This design comes from an exercise in tuning for small area, a short achievable clock period and few clock cycles on the open sky130 flow, not from production work. No functional check of the RTL was part of any run shown here. Power is estimated from default activity; no workload was simulated.

==> flow/design.v <==
module rle (
	clk,
	nreset,
	start,
	message_addr,
	message_size,
	rle_addr,
	rle_size,
	done,
        port_A_data_in,
        port_A_data_out,
        port_A_addr,
        port_A_we
	);
input	clk;
input	nreset;
input	start;
input 	[31:0] message_addr;
input	[31:0] message_size;
input	[31:0] rle_addr;
input   [31:0] port_A_data_out;
output  [31:0] port_A_data_in;
output  [15:0] port_A_addr;
output  port_A_we;
output	[31:0] rle_size;
output	done;
reg        busy;       
reg        done_r;
reg        we;         
reg        aM;         
reg        aR;         
reg        dv;         
reg        lastw;      
reg        fl;         
reg        fls;        
reg [13:0] ra;         
reg [13:0] wa;         
reg [10:0] wleft;      
reg [1:0]  nvl;        
reg [7:0]  val;        
reg [7:0]  cnt;        
reg        have;       
reg        hi;         
reg [13:0] np;         
reg [3:0]  kq;         
reg [4:0]  T;          
reg [15:0] q0, q1, q2, q3, q4;
wire [7:0] b0 = port_A_data_out[7:0];
wire [7:0] b1 = port_A_data_out[15:8];
wire [7:0] b2 = port_A_data_out[23:16];
wire [7:0] b3 = port_A_data_out[31:24];
assign port_A_we = we;
assign port_A_data_in = {q1, q0};
wire [13:0] pa = aM ? message_addr[15:2] : aR ? ra : wa;
wire [12:0] szm1 = message_size[12:0] - 13'd1;    
wire [13:0] pb = aM ? message_addr[15:2] : we ? wa : ra;
wire [13:0] pa1 = pb + 14'd1;
assign port_A_addr = {pa, 2'b00};
assign rle_size = {17'd0, np, 1'b0};    
assign done = done_r;
wire part = lastw & (nvl != 2'd0);      
wire v1 = ~part | (nvl[1]);             
wire v2 = ~part | (nvl == 2'd3);        
wire v3 = ~part;                        
wire x0 = (b0 == val);
wire x1 = (b1 == b0);
wire x2 = (b2 == b1);
wire x3 = (b3 == b2);
wire s0 = hi & (cnt[1:0] == 2'd3);
wire s1 = hi & (cnt[1:0] == 2'd2);
wire s2 = hi & (cnt[1:0] == 2'd1);
wire s3 = hi & (cnt[1:0] == 2'd0);
wire B0 = ~have | ~x0 | s0;
wire B1 = v1 & (~x1 | (x0 & s1));
wire B2 = v2 & (~x2 | (x0 & x1 & s2));
wire B3 = v3 & (~x3 | (x0 & x1 & x2 & s3));
wire E0 = have & (~x0 | s0);
wire E1 = B1;
wire E2 = B2;
wire E3 = B3;
wire ke1 = E0 | E1 | E2 | E3;
wire ke2 = (E0 & (E1 | E2 | E3)) | (E1 & (E2 | E3)) | (E2 & E3);
wire ke3 = (E0 & E1 & (E2 | E3)) | (E2 & E3 & (E0 | E1));
wire ke4 = E0 & E1 & E2 & E3;
wire [7:0] cp1 = cnt + 8'd1;
wire [7:0] cp2 = cnt + 8'd2;
wire [7:0] cp3 = cnt + 8'd3;
wire n1a = E0 & E1;
wire n1b = (E0 | E1) & E2;
wire [1:0] n1c = n1a ? 2'd1 : n1b ? (E0 ? 2'd2 : 2'd1) : (E0 ? 2'd3 : E1 ? 2'd2 : 2'd1);
wire [15:0] N1 = {n1a ? b0 : n1b ? b1 : b2, 6'd0, n1c};
wire n2a = E0 & E1 & E2;
wire [1:0] n2c = n2a ? 2'd1 : (E2 ? 2'd1 : E1 ? 2'd2 : 2'd3);
wire [15:0] N2 = {n2a ? b1 : b2, 6'd0, n2c};
wire [15:0] N3 = {b2, 8'd1};
wire [2:0] nv = part ? {1'b0, nvl} : 3'd4;
wire [7:0] cnt_w = B3 ? 8'd1 : B2 ? {5'd0, nv - 3'd2} : B1 ? {5'd0, nv - 3'd1} :
                   B0 ? {5'd0, nv} : cnt + {5'd0, nv};
wire hi_w = ~(B0 | B1 | B2 | B3) & (part ? (cnt >= 8'd252 - {6'd0, nvl}) : (cnt >= 8'd248));
wire [7:0] val_w = ~v1 ? b0 : ~v2 ? b1 : ~v3 ? b2 : b3;
wire W1 = we ? T[2] : T[0];
wire W2 = we & T[3];
wire W3 = we & T[4];
wire room = ~W2;
wire fire = dv & room;                  
wire flush = fl & room;                 
wire ins = fire | flush;
wire sh = ins & W1;                     
wire [4:0] Tn = ({5{fire & W1}}  & {ke4, ke3, ke2, ke1, 1'b1}) |
                ({5{fire & ~W1}} & {1'b0, ke4, ke3, ke2, ke1}) |
                ({5{flush}}      & {3'b0, W1, 1'b1}) |
                ({5{~ins}}       & {2'b0, W3, W2, W1});
wire [3:0] kt = ({4{fire}} & {ke4, ke3, ke2, ke1}) | {3'b0, flush};
wire [15:0] M0 = (fl | E0) ? {val, cnt} : E1 ? {b0, cp1} : E2 ? {b1, cp2} : {b2, cp3};
wire we_n = flush | (fire & (W1 ? ke1 : ke2)) | (~ins & (W2 | (fls & W1)));
wire [15:0] S0 = we ? q2 : q0;
always @(posedge clk) begin
    if (~nreset) begin
        busy <= 1'b0;
        done_r <= 1'b0;
        we <= 1'b0;
        aM <= 1'b1;
        aR <= 1'b0;
    end
    else if (~busy) begin
        if (start) begin
            busy <= 1'b1;
            done_r <= 1'b0;
            we <= 1'b0;
            aM <= 1'b0;
            aR <= 1'b1;
            dv <= 1'b1;
            fl <= 1'b0;
            fls <= 1'b0;
            ra <= pa1;
            wa <= rle_addr[15:2];
            wleft <= szm1[12:2];
            lastw <= (szm1[12:2] == 11'd0);
            nvl <= message_size[1:0];
            cnt <= 8'd0;
            have <= 1'b0;
            hi <= 1'b0;
        end
    end
    else begin
        if (we) begin
            wa <= pa1;
            if (fire) dv <= 1'b0;
        end
        else begin
            if (wleft != 11'd0) begin
                ra <= pa1;
                wleft <= wleft - 11'd1;
                dv <= 1'b1;
                lastw <= (wleft == 11'd1);
            end
            else if (fire)
                dv <= 1'b0;
        end
        if (fire) begin
            val <= val_w;
            cnt <= cnt_w;
            have <= 1'b1;
            hi <= hi_w;
            if (lastw) fl <= 1'b1;
        end
        if (flush) begin
            fl <= 1'b0;
            fls <= 1'b1;
        end
        we <= we_n;
        aR <= ~we_n;
        if (we & fls & ~W1) begin
            busy <= 1'b0;
            done_r <= 1'b1;
            we <= 1'b0;
            aM <= 1'b1;
            aR <= 1'b0;
        end
    end
end
always @(posedge clk) begin
    kq <= busy ? kt : 4'd0;
    T <= busy ? Tn : 5'd0;
    if (start & ~busy)
        np <= 14'd0;
    else
        np <= np + {11'd0, kq[3], kq[1] & ~kq[3], (kq[0] & ~kq[1]) | (kq[2] & ~kq[3])};
    q0 <= ins ? (sh ? S0 : M0) : S0;
    q1 <= ins ? (sh ? M0 : N1) : q3;
    q2 <= ins ? (sh ? N1 : N2) : q4;
    q3 <= sh ? N2 : N3;
    q4 <= N3;
end
endmodule
==> flow/flow/run.sh <==
#!/bin/bash
# The standard layout, with two changes:
# - every port is buffered by a plain buf_1 cell (the resizer may still size
#   it up) instead of the default delay buffer;
# - clock tree synthesis inserts no dummy loads.
set -euo pipefail
export BUFFER_PORTS_ARGS="-buffer_cell sky130_fd_sc_hd__buf_1"
export CTS_ARGS="-sink_clustering_enable -repair_clock_nets -dont_use_dummy_load -buf_list sky130_fd_sc_hd__clkbuf_8 -sink_clustering_size 20"
bash standard.sh > standard_flow.log 2>&1
==> flow/standard.sh <==
#!/bin/bash
# synth_recipe.tcl (not shown) runs the flow's synth.tcl, then flattens the netlist and writes it again
# the make line also repeats each setting of config.mk as NAME=value (left out here)
make -C /OpenROAD-flow-scripts/flow DESIGN_CONFIG=/design/flow/config.mk WORK_HOME=/design/flow/orfs CLKGATE_MAP_FILE= SYNTH_SCRIPT=/design/flow/synth_recipe.tcl "${@:-finish}"
==> flow/config.mk <==
export PLATFORM = sky130hd
export DESIGN_NAME = rle
export DESIGN_NICKNAME = rle
export VERILOG_FILES = /design/flow/design.v
export SDC_FILE = /design/flow/constraint.sdc
export NUM_CORES = 4
export LEC_CHECK = 0
export ABC_AREA = 1
export CAP_MARGIN = 20
export CORE_MARGIN = 2
export CORE_UTILIZATION = 60
export SETUP_SLACK_MARGIN = 2.2
export SLEW_MARGIN = 20
==> flow/constraint.sdc <==
create_clock -name core_clock -period 5.0 [get_ports {clk}]
set_input_delay 1.0000 -clock core_clock [delete_from_list [all_inputs] [get_ports {clk}]]
set_output_delay 1.0000 -clock core_clock [all_outputs]
set_load 0.01 [all_outputs]
==> out/results.ini, run 1 <==
[outcome]
status=finished clean

[clock_network]
cts_buffers=17
cts-root-buf=clkbuf_8
clock-sinks=150
ctsHoldBuffers=0
cts_buffer_depth=2
cts.reportedPaths.clkPinSlew_ns=0.07
cts_tree=done
htreeDepth=4
clock_latency_ns=0.45

[worst_setup_path]
cp_max_fo=16
crit_type=reg2out
critPathArrivalTime_ns=1.68
critPathRequiredTime_ns=4.00
r2r_cells=12
reg2reg_to=cnt[6]
endpoint=port_A_addr[9]
worst_path_most_repeated_cell=o21ai_0
cp-startpoint=aM
slowest_stage=dfxtp_4
slowest_delay_ns=0.39
worstReg2RegStart=nvl[1]
r2r_slack_ns=2.34
start_kind=flip-flop
cp-end-kind=output pin
cp_cell_sequence=clkinvlp_4, buf_4, o21ai_0, o21ai_0, buf_1

[floorplan]
core_area_um2=15100
fp.dieH_um=128
die_w_um=128
io-pin-count=213
die_area_um2=16300
fp-row-count=45
initial_utilization_pct=61.0

[place]
numPlacedInstances=1542
post-place-ws_ns=1.53
port_buffers=137
dp_hpwl_um=16900
gp_congestion=0.857

[detailed_routing]
routedWlPerCell_um=14.7
final_antenna_net_count=0
vias=8630
drt_iter0_drc=644
wl_um=23400
firstDrtPassIters=5
route.detailed.drc=0
vias_per_cell=5.43

[logic_synthesis]
synth_cell_types=53
ys_top_cells_by_count=nand2_1 (369), nor2_1 (132), inv_1 (116)
synthFlopType=dfxtp_1
syn_inst=1259
postSynthAreaPerCell_um2=7.31
yosysMostFrequentCell=nand2_1
ys_ff_latch=150
yosysTopAreaCell=edfxtp_1
syn_area_um2=9200
ys_seq_area_share_pct=39.5
ys.warnings.count=1
synth_edf_count=63
synth_top_area_share_pct=20.6
synthArstFlopShare_pct=0
netlist_top_cells_area=edfxtp_1 (21%), dfxtp_1 (19%), nand2_1 (15%)

[power]
vdd_drop_max_mv=0.230
p_total_uw=2990
cellPowerDensity_nw_per_um2=289
power_leakage_uw=0.00449

[timing]
fmax_ghz=0.373
clock_skew_ns=0.0210
slew_viol_final=0
hold_viol_final=0
period_share_pct=53.6
fin_crit_ns=2.68
setup_ws_ns=2.32
hold_ws_ns=0.428
setup-tns-final_ns=0
rsz0062_at_grt=false
setup_violations=0
tightest_slew_ns=0.880
slew_headroom_pct=41.1

[cells_and_area]
drive_above_1_share_pct=10.5
final_net_count=1558
stdcell_count=1589
area_growth_syn_to_layout_pct=12.5
insertedDiodeCount=0
fill_cells=1400

[global_route]
track_usage_pct=28.7
grt_start_max_net_pins=36
first_global_vias=7969
grt_remaining_overflow=0
antenna_found_initial=0
grt_pass1_wl_um=37200

[hold_path]
min_path_type=reg2reg

[run]
max_cap_viol_count=0

per-layer routing:
layer	part of all wire (%)	vias to the layer above	GRT usage, %
met1	46	4007	37.0
met3	4.6	42	4.97
li1	-	4327	-
met4	2.0	0	10.6
met2	48	254	48.7
met5	0	-	0
where the power goes:
| part | internal [uW] | switching [uW] | leakage [uW] |
|---|---|---|---|
| logic | 275 | 516 | 0.00305 |
| registers | 1430 | 73.4 | 0.00132 |
| clock network | 300 | 394 | 0.000122 |
logic make-up after synthesis:
logic type | count (synthesis) | share of synthesized area (%)
adders and majority gates | 24 | 3.43
and+or+nand+nor | 615 | 27.9
AOI/OAI and AO/OA | 212 | 14.4
buffers and inverters | 205 | 9.76
xor gates and xnor gates | 48 | 4.57
DFF | 150 | 39.5
other | 1 | 0.0408
muxes | 4 | 0.435
cell type report:
type	count	area, um2	share of cell area (%)
flip-flops and latches	150	3640	35.2
repair inverters	1	7.51	0.0725
clock buffers	17	234	2.26
repair buffers	177	892	8.62
well taps	188	235	2.27
inverters	133	515	4.98
multi-input cells	923	4820	46.6
worst min-delay path by stage:
stage	startpoint	endpoint	slack, ns	cells past startpoint
global route	q4[12]	q2[12]	0.43	2
CTS	q3[12]	q1[12]	0.43	2
finish	q3[12]	q1[12]	0.43	2
global placement	q4[11]	q2[11]	0.43	2
floorplan	q3[15]	q1[15]	0.42	2
detailed placement	q3[12]	q1[12]	0.43	2
worst max-delay path: cells and delay by family, from the launching register on:
family                 cells  cell delay, ns
buffers and inverters      3            0.46
DFF                        1            0.39
AOI/OAI and AO/OA          2            0.39
placed cells by master (no fill, tap or decap), drive strengths merged, types with 2 or more instances in the layout:
cell type,n
a32oi,2
o21a,2
o21ai,99
and3,2
clkbuf,33
clkinvlp,4
o22ai,6
conb,20
nor3,10
nand3b,3
nor4,3
xnor2,21
buf,161
dfxtp,87
or2,5
nand4,16
clkinv,4
inv,126
a21boi,2
xor2,27
o31ai,11
o211ai,32
mux2i,4
and2,5
a31oi,4
a22oi,9
fa,2
nand3,55
nand2,373
edfxtp,63
a21oi,42
nor2,143
ha,22
flip-flops by register name, indices dropped and copies added (netlist names), 10 cells and up:
signal,cells
np,14
q0,16
q1,16
q2,10
q3,10
ra,14
wa,14
wleft,11
per-stage QoR:
| stage | utilization (%) | cell area, um2 |
|---|---|---|
| after global placement | 64.4 | 9710 |
| after CTS | 67.0 | 10100 |
| final | 68.6 | 10300 |
| after global routing | 68.6 | 10300 |
| after detailed placement | 64.4 | 9710 |
| after floorplan | - | 9280 |
timing repair:
item | CTS | global route
gates resized for setup | 21 | 33
pin swaps | 3 | 2
buffers inserted | 12 | 17
setup endpoints to repair | 97 | 70
gates cloned | 1 | 0
==> inputs of run 2 (changes only) <==
--- a/flow/design.v
+++ b/flow/design.v
@@ -111,9 +111,12 @@
                 ({5{flush}}      & {3'b0, W1, 1'b1}) |
                 ({5{~ins}}       & {2'b0, W3, W2, W1});
 wire [3:0] kt = ({4{fire}} & {ke4, ke3, ke2, ke1}) | {3'b0, flush};
-wire [15:0] M0 = (fl | E0) ? {val, cnt} : E1 ? {b0, cp1} : E2 ? {b1, cp2} : {b2, cp3};
 wire we_n = flush | (fire & (W1 ? ke1 : ke2)) | (~ins & (W2 | (fls & W1)));
-wire [15:0] S0 = we ? q2 : q0;
+wire mv = fl | E0;                     
+wire m0 = ~fl & ~E0 & E1;
+wire m1 = ~fl & ~E0 & ~E1 & E2;
+wire m2 = ~fl & ~E0 & ~E1 & ~E2;
+wire a0 = ins & ~sh;                    
 always @(posedge clk) begin
     if (~nreset) begin
         busy <= 1'b0;
@@ -186,8 +189,12 @@
         np <= 14'd0;
     else
         np <= np + {11'd0, kq[3], kq[1] & ~kq[3], (kq[0] & ~kq[1]) | (kq[2] & ~kq[3])};
-    q0 <= ins ? (sh ? S0 : M0) : S0;
-    q1 <= ins ? (sh ? M0 : N1) : q3;
+    q0 <= ({16{a0 & mv}} & {val, cnt}) | ({16{a0 & m0}} & {b0, cp1}) |
+          ({16{a0 & m1}} & {b1, cp2}) | ({16{a0 & m2}} & {b2, cp3}) |
+          ({16{~a0 & we}} & q2) | ({16{~a0 & ~we}} & q0);
+    q1 <= ({16{sh & mv}} & {val, cnt}) | ({16{sh & m0}} & {b0, cp1}) |
+          ({16{sh & m1}} & {b1, cp2}) | ({16{sh & m2}} & {b2, cp3}) |
+          ({16{a0}} & N1) | ({16{~ins}} & q3);
     q2 <= ins ? (sh ? N1 : N2) : q4;
     q3 <= sh ? N2 : N3;
     q4 <= N3;
==> run 2 against run 1 <==
Synthesized cell count grew 8.4%. Highest routed layer unchanged. Still clean on timing, DRC and antenna. Sequential power is essentially flat. Via count up 8.4%. Largest power group unchanged. Die area up 5.8%. Critical endpoint is now cnt[5].
==> out/results.ini, run 2 <==
[outcome]
status=finished clean

[timing]
tightest_slew_ns=1.06
setup_ws_ns=2.26
period_share_pct=54.7
setup-tns-final_ns=0
slew_headroom_pct=29.2
setup_violations=0
fin_crit_ns=2.74
rsz0062_at_grt=true
clock_skew_ns=0.0223
fmax_ghz=0.365
slew_viol_final=0
hold_viol_final=0

[worst_setup_path]
r2r_cells=15
worstReg2RegStart=we
r2r_slack_ns=2.34
cp-end-kind=flip-flop
reg2reg_to=q1[6]
critical_path_buf_inv_count=3
critPathArrivalTime_ns=3.04
slowest_stage=or3_1
slowest_delay_ns=0.49
cp_max_fo=9
crit_type=in2reg
cp_top_family=simple AND/OR/NAND/NOR gates
worst_path_most_repeated_cell=nand2_1
start_kind=primary input
critPathRequiredTime_ns=5.30
cp_cell_sequence=buf_1, inv_1, nand2_1, nand2_1, o21ai_0, nor2_1, nand2_1, inv_1, nand2_1, nand2_4, nand2_2, or3_1, a21oi_1

[logic_synthesis]
yosysTopAreaCell=edfxtp_1
ys_top_cells_by_count=nand2_1 (408), inv_1 (149), nor2_1 (117)
yosysMostFrequentCell=nand2_1
syn_inst=1365
ys_seq_area_share_pct=37.3
postSynthAreaPerCell_um2=7.15
syn_area_um2=9750
synth_edf_count=63
synth_top_family_by_area=simple AND/OR/NAND/NOR gates
ys.warnings.count=1
ys_ff_latch=150
synth_compound_area_share_pct=14.9
synthFlopType=dfxtp_1
synth_top_area_share_pct=19.4
netlist_top_cells_area=edfxtp_1 (19%), dfxtp_1 (18%), nand2_1 (16%)
synth_cell_types=56
synth-simple-area-share_pct=28.3
synthAdderAreaFrac_pct=3.23
synthArstFlopShare_pct=0
synthXorXnorAreaFrac_pct=4.85
muxShareOfSynthArea_pct=0

[power]
power_leakage_uw=0.00473
cellPowerDensity_nw_per_um2=281
clkPwrFrac_pct=22.8
seqPwrFrac_pct=49.4
combPwrFrac_pct=27.9
intPower_uw=2030
swShare_pct=33.9
p_total_uw=3070
vdd_drop_max_mv=0.188
switchingPower_uw=1040

[clock_network]
cts_buffer_depth=2
clock-sinks=150
ctsHoldBuffers=0
cts_buffers=17
cts.reportedPaths.clkPinSlew_ns=0.07
htreeDepth=4
cts_tree=done
clock_latency_ns=0.47
cts-root-buf=clkbuf_8

[detailed_routing]
final_antenna_net_count=0
route.detailed.drc=0
drt_iter0_drc=731
vias=9358
vias_per_cell=5.44
wl_um=26700
firstDrtPassIters=5
routedWlPerCell_um=15.5

[floorplan]
die_w_um=131
io-pin-count=213
fp-row-count=46
initial_utilization_pct=61.4
core_area_um2=15900
die_area_um2=17300
fp.dieH_um=131

[place]
port_buffers=137
gp_congestion=0.936
post-place-ws_ns=1.35
dp_hpwl_um=17600

[cells_and_area]
final_common_cell=nand2_1
reg_top3=q0 x16, q1 x16
drive_above_1_share_pct=10.6
final_net_count=1662
area_growth_syn_to_layout_pct=11.9
insertedDiodeCount=0
mostFrequentLayoutCells=nand2_1 (407), inv_1 (144), buf_1 (117)

[run]
max_cap_viol_count=0

[global_route]
grt_remaining_overflow=0
antenna_found_initial=0
grt_pass1_wl_um=40900
grt_util_met3_pct=5.52
first_global_vias=8368
grt_start_max_net_pins=34
grt.busiest_layer=met2
grt.met1_usage_pct=38.9
grt_util_met2_pct=48.4
track_usage_pct=29.7

[hold_path]
hold_depth=2
min_path_type=reg2reg
hp-start=q2[14]
worstHoldEndpoint=q0[14]

## run 2: kinds of logic (layout without fill, tap and decap cells)
kind of cell / after synthesis / count (layout)
adder cells (fa/ha/maj): 24 / 24
XOR/XNOR: 54 / 54
AO/OA/AOI/OAI: 242 / 242
other: 1 / 20
flip-flops: 150 / 150
buffers and inverters: 247 / 366
AND/OR/NAND/NOR: 647 / 649
## run 2: worst max path at each step
stage	depth (start not counted)	start	to	slack, ns
3_3_place_gp	16	port_A_data_out[2]	q0[11]	1.36
2_1_floorplan	17	port_A_data_out[4]	q0[9]	2.34
6_report	13	port_A_data_out[9]	cnt[5]	2.26
3_5_place_dp	16	port_A_data_out[2]	q0[11]	1.35
5_1_grt	13	port_A_data_out[9]	cnt[3]	2.14
4_1_cts	10	we	q0[1]	2.20
## run 2: metal layers
layer | up-vias | share of wire (%)
met5 | - | 0
met4 | 0 | 3.9
met3 | 78 | 7.9
met2 | 415 | 46
met1 | 4192 | 42
li1 | 4673 | -
## run 2: power by group through the flow
stage	registers, uW	clock network (uW)	logic, uW
final	1510	698	854
after global routing	1530	764	948
after CTS	1510	715	802
after detailed placement	1540	0	772
after global placement	1530	0	761
after floorplan	1550	0	538
## run 2: cell type report
type	instances	area (um2)
Fill cell	1448	4970
Tap cell	216	270
Timing Repair inverter	2	12.5
Clock buffer	17	234
Timing Repair Buffer	183	918
Multi-Input combinational cell	989	5200
Sequential cell	150	3640
Inverter	164	631
## run 2: timing repair
item                       CTS  global route
pin swaps                    4             7
gates resized for setup     17            41
gates cloned                 2             3
buffers inserted            17            18
setup endpoints to repair   92            75
## run 2: worst reg2reg max path, stage by stage, from the launching register on
cell and delay [ns]:
dfxtp_1 0.32, buf_4 0.23, nand2_1 0.14, nand2_1 0.09, inv_1 0.12, nor2_1 0.06, buf_4 0.23, nor2_2 0.21
buf_6 0.23, clkinvlp_4 0.20, nor3_4 0.27, buf_6 0.20, nand2_1 0.07, o21ai_0 0.09, a21oi_1 0.06, o21ai_0 0.08
## run 2: per-stage QoR
stage | instances | hold slack, ns | cell area (um2) | utilization, %
6_report | 1721 | 0.448 | 10900 | 68.7
4_1_cts | 1700 | 0.450 | 10600 | 67.0
3_5_place_dp | 1664 | 0.433 | 10200 | 64.1
5_1_grt | 1721 | 0.477 | 10900 | 68.7
3_3_place_gp | 1664 | 0.430 | 10200 | 64.1
2_1_floorplan | 1384 | 0.419 | 9830 | -

-- separate check: timing with driven ports --
No port has a modelled driver above. Below, the same layouts with a new extraction and two added sets of constraints.
Step 1 assumes that a clkbuf_16 drives the clock port and a buf_2 every other input.
Step 2 moves the port delays by t, midway between the first and last clock arrival at a register: inputs arrive t later, outputs are due t later. That takes back most of the time a late clock gives input paths.
a / b / c = ideal ports / drivers / drivers and shift; a / b = the first two.
| run | t (ns) | setup WS [ns] | cell pins on the clock port's net |
|---|---|---|---|
| run 1 | 0.482 | 2.319 / 2.279 / 1.865 | 1 |
| run 2 | 0.497 | 2.264 / 2.252 / 1.786 | 1 |
After both steps every run listed still meets setup and hold. The setup slack of run 2, which loses most, moves by -0.012 ns with the drivers and by -0.478 ns with both steps.
